Context: an optimization exercise on an open-source flow, tuned for small area. The choices shown serve that exercise and are no tape-out recipe. Only simulation tests tie the RTL to the original design; equivalence was not proved.

==> inputs of job 5567 <==
// fir
module fir(input clk, input rst, input wire signed [15:0] x, output reg signed [31:0] y);
clock: 8.0 ns
lec_check: 0
cap_margin: 20
core_margin: 2
core_utilization: 60
cts_cluster_diameter: 120
cts_cluster_size: 24
gpl_timing_driven: 0
setup_slack_margin: 0.1
slew_margin: 20
synth_hierarchical: 1
synth_minimum_keep_size: 0
run.sh (not shown) runs the stock make flow with config.mk's settings and CLKGATE_MAP_FILE= SYNTH_SCRIPT=/design/flow/synth_recipe.tcl, a recipe that flattens the netlist after the stock synthesis.
==> inputs of job 8675, as changes to job 5567 <==
--- a/flow/design.v
+++ b/flow/design.v
@@ -90,24 +90,21 @@
 		d54 <= ~(d53 | {16{~vg54}});
 		d55 <= d54;
 		d56 <= ~(d55 & {16{vg56}});
 	end
 	reg [31:0] r0, r1;
 	wire [31:0] sa = {c3453, ~c3441, c3431, c3416, c3399, ~c3377, ~c3352, ~c3325, ~c3298, c3267, ~c3231, ~c3192, ~c3152, c3107, ~s3104, c3021, c2982, ~c2941, ~s2940, c2864, s2863, s2827, s2795, ~c2747, s2743, ~s2719, s2700, s2682, s2667, s2654, s2645, s2638};
 	wire [31:0] sb = {~s3457, s3452, ~s3440, s3430, s3415, s3398, ~s3376, ~s3351, ~s3324, ~s3297, s3266, ~s3230, ~s3191, ~s3151, s3106, s3065, s3020, s2981, 1'b0, ~s2902, 1'b0, 1'b0, 1'b0, s2770, ~s2746, s2721, 1'b0, 1'b0, 1'b0, 1'b0, 1'b0, 1'b0};
+	always @(posedge clk) begin
+		r0 <= {~(c2421 | vz), ~(c2409 & vnz), ~(c2392 & vnz), ~(c2367 | vz), ~(c2336 | vz), ~(c2296 & vnz), ~(c2242 & vnz), ~(c2188 & vnz), ~(c2126 | vz), ~(c2056 | vz), ~(c1974 | vz), ~(c1888 | vz), ~(c1797 & vnz), ~(c1703 | vz), ~(c1600 | vz), ~(c1500 & vnz), ~(s1499 | vz), ~(c1302 | vz), ~(s1301 | vz), ~(c1121 & vnz), ~(c1036 | vz), ~(s1035 & vnz), ~(s962 | vz), ~(s893 & vnz), ~(c789 & vnz), ~(c745 | vz), ~(s744 & vnz), ~(s703 & vnz), ~(s678 & vnz), ~(s657 | vz), ~(s641 | vz), ~(s629 & vnz)};
+		r1 <= {~(s2423 & vnz), ~(s2420 & vnz), ~(s2408 | vz), ~(s2391 & vnz), ~(s2366 & vnz), ~(s2335 & vnz), ~(s2295 | vz), ~(s2241 & vnz), ~(s2187 | vz), ~(s2125 & vnz), ~(s2055 & vnz), ~(s1973 & vnz), ~(s1887 & vnz), ~(s1796 | vz), ~(s1702 & vnz), ~(s1599 & vnz), 1'b0, ~(s1397 | vz), 1'b0, ~(s1203 | vz), ~(s1120 | vz), 1'b0, 1'b0, 1'b0, ~(s837 & vnz), ~(s788 | vz), 1'b0, ~(s707 | vz), ~(s681 | vz), ~(s659 & vnz), ~(s644 | vz), ~(s632 & vnz)};
+	end
 	always @(posedge clk or negedge rst) begin
-		if (!rst) begin
-			r0 <= 32'h670915b9;
-			r1 <= 32'hdd7b0085;
-			y <= 32'sd0;
-		end else begin
-			r0 <= {~(c2421 | vz), ~(c2409 & vnz), ~(c2392 & vnz), ~(c2367 | vz), ~(c2336 | vz), ~(c2296 & vnz), ~(c2242 & vnz), ~(c2188 & vnz), ~(c2126 | vz), ~(c2056 | vz), ~(c1974 | vz), ~(c1888 | vz), ~(c1797 & vnz), ~(c1703 | vz), ~(c1600 | vz), ~(c1500 & vnz), ~(s1499 | vz), ~(c1302 | vz), ~(s1301 | vz), ~(c1121 & vnz), ~(c1036 | vz), ~(s1035 & vnz), ~(s962 | vz), ~(s893 & vnz), ~(c789 & vnz), ~(c745 | vz), ~(s744 & vnz), ~(s703 & vnz), ~(s678 & vnz), ~(s657 | vz), ~(s641 | vz), ~(s629 & vnz)};
-			r1 <= {~(s2423 & vnz), ~(s2420 & vnz), ~(s2408 | vz), ~(s2391 & vnz), ~(s2366 & vnz), ~(s2335 & vnz), ~(s2295 | vz), ~(s2241 & vnz), ~(s2187 | vz), ~(s2125 & vnz), ~(s2055 & vnz), ~(s1973 & vnz), ~(s1887 & vnz), ~(s1796 | vz), ~(s1702 & vnz), ~(s1599 & vnz), 1'b0, ~(s1397 | vz), 1'b0, ~(s1203 | vz), ~(s1120 | vz), 1'b0, 1'b0, 1'b0, ~(s837 & vnz), ~(s788 | vz), 1'b0, ~(s707 | vz), ~(s681 | vz), ~(s659 & vnz), ~(s644 | vz), ~(s632 & vnz)};
-			y <= (sa + sb) & {32{vnz}};
-		end
+		if (!rst) y <= 32'sd0;
+		else y <= (sa + sb) & {32{vnz}};
 	end
 	wire s1, c2, s3, c4, s5, c6, s7, c8, s9, c10, s11, c12, s13, c14, s15, c16;
 	wire s17, c18, s19, c20, s21, c22, s23, c24, s25, c26, s27, c28, s29, c30, n31, s32;
 	wire c33, s34, c35, s36, c37, s38, c39, s40, c41, s42, c43, s44, c45, s46, c47, s48;
 	wire c49, s50, c51, s52, c53, s54, c55, s56, c57, s58, c59, s60, c61, s62, c63, n64;
 	wire s65, c66, s67, c68, s69, c70, s71, c72, s73, c74, s75, c76, s77, c78, s79, c80;
 	wire s81, c82, s83, c84, s85, c86, s87, c88, s89, c90, s91, c92, s93, c94, n95, s96;
==> notes.md <==
item                                                                    job 5567                 job 8675
Clock buffer and inverter area fraction after layout                      0.0249                   0.0240
Effective utilization at floorplan                                         0.606                    0.605
Capture point of the worst reg-to-reg path                                r0[15]                   r0[15]
Run status                                               complete, no violations  complete, no violations
Largest fanout of any net on the critical path                                 7                        4
Register fraction of the total cell area                                   0.344                    0.340
Fraction of synthesized cell area in xor and xnor cells                  0.00315                  0.00253
Delay of the slowest cell on the worst path                              0.81 ns                  0.74 ns
Multi-input gate share of total cell area                                  0.569                    0.574
Sum of net half-perimeters after detailed placement                   170,000 um               167,000 um
Initial antenna violation count                                               13                       14
Cell Area, Synth                                                    55,600 sq um             55,400 sq um
Area occupied by multi-input gates                                  33,700 sq um             33,800 sq um
Net count of the mapped netlist                                            5,278                    5,305
Horizontal extent of the die                                              308 um                   308 um
Worst Hold Slack                                                        0.279 ns                 0.314 ns
Area growth from synthesis to final layout                                 6.48%                    6.27%
Overall routed net length                                             193,000 um               187,000 um
F_max                                                                  0.128 GHz                0.128 GHz
Post-layout instance count excluding filler cells                          5,048                    5,001
Final worst slack                                                       0.159 ns                 0.193 ns
Die Height                                                                308 um                   308 um

==> port drivers added, routing unchanged <==
Ports are ideal in the flow. The routed layouts listed here were re-timed in OpenROAD. Step 1 (the two cells are an assumption about what drives the block):
set clk [get_ports {clk}]
set_driving_cell -lib_cell sky130_fd_sc_hd__clkbuf_16 $clk
set_driving_cell -lib_cell sky130_fd_sc_hd__buf_2 [delete_from_list [all_inputs] $clk]
Step 2 also shifts input and output timing later by t, the mid clock arrival at the registers, as if the neighbouring blocks saw the same clock. Three values: no drivers, after step 1, after step 2; two values: the first two.
run | t (ns) | setup slack, ns | worst setup path after step 2 | slew at the worst register clock pin (ns) | worst slew at a driven data input, ns
job 5567 | 0.738 | 0.159 / 0.159 / 0.159 | register to register | 0.11 / 0.11 | 0.05
job 8675 | 0.752 | 0.193 / 0.193 / 0.193 | register to register | 0.11 / 0.11 | 0.04
After both steps setup and hold are still met in every run listed.
